From an optimization exercise on the open Yosys and OpenROAD flow, aimed at small area and a short achievable clock period; shortcuts taken in it are not production practice. Function was checked by simulation only, so behaviour that the tests miss may differ from the original. Power and IR drop assume default switching activity.

==> 11-12 <==
Design ABC, start of the top module:
module ABC(
    input                               clk                        ,
    input                               rst_n                      ,
    input wrdata_en,
    input [255:0] wrdata_pld,
    input wrdata_lw,
    input rdata_en,
    output rdatardy,
    output arb_req,
    output arb_lw,
    output [255:0] arb_pld
    );
==> module ABC, before the edit <==
module ABC(
    input                               clk                        ,
    input                               rst_n                      ,
    input wrdata_en,
    input [255:0] wrdata_pld,
    input wrdata_lw,
    input rdata_en,
    output rdatardy,
    output arb_req,
    output arb_lw,
    output [255:0] arb_pld
    );
reg [7:0] cnt;
wire cnt_add_flag;
wire cnt_sub_flag;
wire wr_en;
wire rd_en;
wire [256:0] wr_data;
wire [256:0] rd_data;
wire fifo_data_rdy;
reg fifo_data_rdy_1ff;
wire cnt_hold_flag;
wire empty;
wire full;
assign cnt_add_flag = wrdata_lw & wr_en;
assign cnt_sub_flag = arb_lw & rd_en;
assign cnt_hold_flag = cnt_add_flag & cnt_sub_flag;
assign wr_en = (wrdata_en == 1'b1) && (rdatardy == 1'b1);
assign wr_data = {wrdata_lw, wrdata_pld};
assign rdatardy = (full != 1);
always @(posedge clk or negedge rst_n) begin
    if(rst_n == 1'b0) begin
        cnt <= 8'd0;
    end
    else if(cnt_hold_flag == 1'b1) begin
        cnt <= cnt;
    end
    else if(cnt_add_flag == 1'b1) begin
        cnt <= cnt + 1'b1;
    end
    else if(cnt_sub_flag == 1'b1) begin
        cnt <= cnt - 1'b1;
    end
end
assign rd_en = (fifo_data_rdy == 1'b1) && (rdata_en == 1'b1) ;  
assign fifo_data_rdy = (cnt != 8'd0);    
assign arb_req = rd_en;         
assign arb_lw = rd_data[256];
assign arb_pld = rd_data[255:0];      
sync_fifo
#(.DATA_WIDTH(257), .ADDR_WIDTH(4), .FIFO_DEPTH(16))
U_SYNC (
    .clk(clk)        ,
    .rst_n(rst_n)    ,
    .rd_en(rd_en)    ,
    .rd_data(rd_data),
    .wr_en(wr_en)    ,
    .wr_data(wr_data),
    .empty(empty)    ,
    .full(full)
);                                                            
endmodule
==> module sync_fifo, before the edit <==
module sync_fifo
#(parameter DATA_WIDTH = 256,
  parameter ADDR_WIDTH = 7,
  parameter FIFO_DEPTH = 16)(
    input   wire            clk,
    input   wire            rst_n,
    input   wire            wr_en,
    input   wire            rd_en,
    input   wire    [DATA_WIDTH - 1:0]   wr_data,
    output  wire            empty,
    output  wire            full,
    output          [DATA_WIDTH - 1:0]  rd_data
);
reg  [DATA_WIDTH - 1:0]  mem[FIFO_DEPTH - 1:0];
wire [ADDR_WIDTH - 1:0]  w_addr,r_addr;
reg  [ADDR_WIDTH:0]      r_addr_a, w_addr_a; 
assign r_addr = r_addr_a[ADDR_WIDTH - 1:0];
assign w_addr = w_addr_a[ADDR_WIDTH - 1:0];
assign rd_data = mem[r_addr];
always@(posedge clk or negedge rst_n) begin
    if(rst_n == 1'b0)
        r_addr_a <= {ADDR_WIDTH{1'b0}};
    else begin
        if(rd_en==1 && empty==0) begin
            r_addr_a <= r_addr_a + 1;
        end
    end
end
always@(posedge clk or negedge rst_n)
    if(rst_n == 1'b0)
        w_addr_a <= {ADDR_WIDTH{1'b0}};
    else begin
        if(wr_en==1 && full==0) begin
            mem[w_addr] <= wr_data;
            w_addr_a <= w_addr_a + 1;
        end
    end
assign empty = (r_addr_a == w_addr_a) ? 1 : 0;
assign full  = (r_addr_a[ADDR_WIDTH] != w_addr_a[ADDR_WIDTH]  && r_addr_a[ADDR_WIDTH - 1:0] == w_addr_a[ADDR_WIDTH - 1:0]) ? 1 : 0; 
endmodule
==> flow/config.mk <==
export PLATFORM = sky130hd
export DESIGN_NAME = ABC
export DESIGN_NICKNAME = ABC
export VERILOG_FILES = /design/flow/design.v
export SDC_FILE = /design/flow/constraint.sdc
export NUM_CORES = 4
export LEC_CHECK = 0
export CAP_MARGIN = 20
export CORE_MARGIN = 2
export CORE_UTILIZATION = 40
export SLEW_MARGIN = 20
==> flow/constraint.sdc <==
create_clock -name core_clock -period 5.5 [get_ports {clk}]
set_input_delay 1.1000 -clock core_clock [delete_from_list [all_inputs] [get_ports {clk}]]
set_output_delay 1.1000 -clock core_clock [all_outputs]
set_load 0.01 [all_outputs]
run.sh (not shown) runs the stock make flow with config.mk's settings and CLKGATE_MAP_FILE= SYNTH_SCRIPT=/design/flow/synth_recipe.tcl, a recipe that flattens the netlist after the stock synthesis.
==> 09-07: changes against 11-12 <==
==> flow/design.v (replaced) <==
module ABC(
    input          clk,
    input          rst_n,
    input          wrdata_en,
    input  [255:0] wrdata_pld,
    input          wrdata_lw,
    input          rdata_en,
    output         rdatardy,
    output         arb_req,
    output         arb_lw,
    output [255:0] arb_pld
    );
reg  [256:0] hd;         
reg          hv;         
reg  [256:0] ram [0:14];
reg  [14:0]  wp;         
reg  [14:0]  rp;         
reg  [15:0]  hsel;       
reg  [3:0]   rcnt;       
reg          rne;        
reg          rfull;      
reg          full;       
reg  [4:0]   pcnt;       
reg          pnz;        
wire wr = wrdata_en & ~full;
wire rd = rdata_en & pnz;
assign rdatardy = ~full;
assign arb_req  = rd;
assign arb_pld  = hd[255:0];
assign arb_lw   = hd[256];
wire [256:0] din = {wrdata_lw, wrdata_pld};
genvar g;
generate
    for (g = 0; g < 15; g = g + 1) begin : g_ent
        always @(posedge clk)
            if (wp[g] & ~rfull)
                ram[g] <= din;
    end
endgenerate
reg [256:0] hnext;
integer k;
always @(*) begin
    hnext = {257{hsel[15]}} & din;
    for (k = 0; k < 15; k = k + 1)
        hnext = hnext | ({257{hsel[k]}} & ram[k]);
end
wire hload  = rd | ~hv;
always @(posedge clk)
    if (hload)
        hd <= hnext;
wire pop    = hload & rne;
wire push   = wr & (rne | (hv & ~rd));
wire hv_n   = hload ? (rne | wr) : 1'b1;
wire [3:0]  rcnt_n = rcnt + {3'd0, push} - {3'd0, pop};
wire [14:0] wp_n   = push ? {wp[13:0], wp[14]} : wp;
wire [14:0] rp_n   = pop  ? {rp[13:0], rp[14]} : rp;
wire        rne_n  = (rcnt_n != 4'd0);
wire        padd   = wr & wrdata_lw;
wire        psub   = rd & hd[256];
wire [4:0]  pcnt_n = pcnt + {4'd0, padd} - {4'd0, psub};
always @(posedge clk or negedge rst_n) begin
    if (!rst_n) begin
        hv    <= 1'b0;
        wp    <= 15'd1;
        rp    <= 15'd1;
        hsel  <= 16'h8000;
        rcnt  <= 4'd0;
        rne   <= 1'b0;
        rfull <= 1'b0;
        full  <= 1'b0;
        pcnt  <= 5'd0;
        pnz   <= 1'b0;
    end else begin
        hv    <= hv_n;
        wp    <= wp_n;
        rp    <= rp_n;
        hsel  <= rne_n ? {1'b0, rp_n} : 16'h8000;
        rcnt  <= rcnt_n;
        rne   <= rne_n;
        rfull <= (rcnt_n == 4'd15);
        full  <= hv_n & (rcnt_n == 4'd15);
        pcnt  <= pcnt_n;
        pnz   <= (pcnt_n != 5'd0);
    end
end
endmodule
==> summary of the runs <==
Of 11-12 and 09-07, 09-07 has the higher clock skew (gap 13 ps).
In 09-07 the via count is smaller than in 11-12, by about 13%.
Against 09-07, the clock power of 11-12 is higher by about 2%.
Utilization: 11-12 is higher than 09-07 (0.87 points).
Setup slack: 11-12 is worse than 09-07 (1800 ps).
09-07 completed without violations. 11-12 completed without violations.
In 09-07 the design area is smaller than in 11-12, by 5.1%.
Register-to-register slack: 09-07 is better than 11-12 (780 ps).
In 09-07 the sequential cell count is higher than in 11-12, by 42.
Of 11-12 and 09-07, 11-12 has the higher die area (gap about 3.3%, measured against 09-07).
Cell count: 11-12 is larger than 09-07 (13%).
In 11-12 the synthesized cell count is higher than in 09-07, by 20%.
==> figures <==
	11-12	09-07
Status	timing/DRC/antenna clean	timing/DRC/antenna clean
Startpoint of the worst register-to-register path	U_SYNC.r_addr_a[2]	pnz
Number of sinks driven by the clock tree	4130	4172
Clock net power	28.0 mW	27.5 mW
Critical path data required time	4400 ps	6330 ps
Power share of the sequential group	35.7%	54.2%
Multi-input logic portion of the cell area	15.0%	12.0%
Relative area of clock buffers and inverters in the final design	7.35%	7.61%
Gate count after technology mapping	8518	7072
Die area	388000 um^2	375000 um^2
Net Switching	37.2 mW	14.2 mW
Final core utilization	47.7%	46.8%
Met3 usage in global routing	5.37%	3.83%
Grt met1 use	34.8%	30.1%
Sequential standard cell area	124000 um^2	125000 um^2
Via count of the first global-routing pass	88900	79600
Number of cells on the critical path	8	14
WL met3	54300 um	36500 um
Routed wire per std cell	35.8 um	34.0 um
R2R Path End	U_SYNC.mem[10][175]	hsel[11]
Critical path's largest stage delay	640 ps	440 ps
Setup WS post-layout	27.3 ps	1790 ps
Quantity of gates resized following cts	99	0

## re-timing with driven ports
In the flow no input, the clock included, has a driving cell. The finished layouts below were timed again as built, in two steps.
Step 1 (the two cells are an assumption about what drives the block):
set clk [get_ports {clk}]
set_driving_cell -lib_cell sky130_fd_sc_hd__clkbuf_16 $clk
set_driving_cell -lib_cell sky130_fd_sc_hd__buf_2 [delete_from_list [all_inputs] $clk]
Step 2 moves the port delays by t, midway between the first and last clock arrival at a register: inputs arrive t later, outputs are due t later. That takes back most of the time a late clock gives input paths.
a / b / c = ideal / step 1 / step 2; a / b = the first two.
run	t (ns)	setup slack, ns	slew at the worst register clock pin (ns)	cell pins on the clock port's net
11-12	1.085	0.027 / -0.081 / 0.779	0.07 / 0.07	1
09-07	1.051	1.795 / 1.866 / 0.815	0.07 / 0.07	1
After both steps setup and hold are still met in every run listed. For 09-07, which loses most, drivers alone change the setup slack by +0.071 ns; drivers and shift together by -0.980 ns.
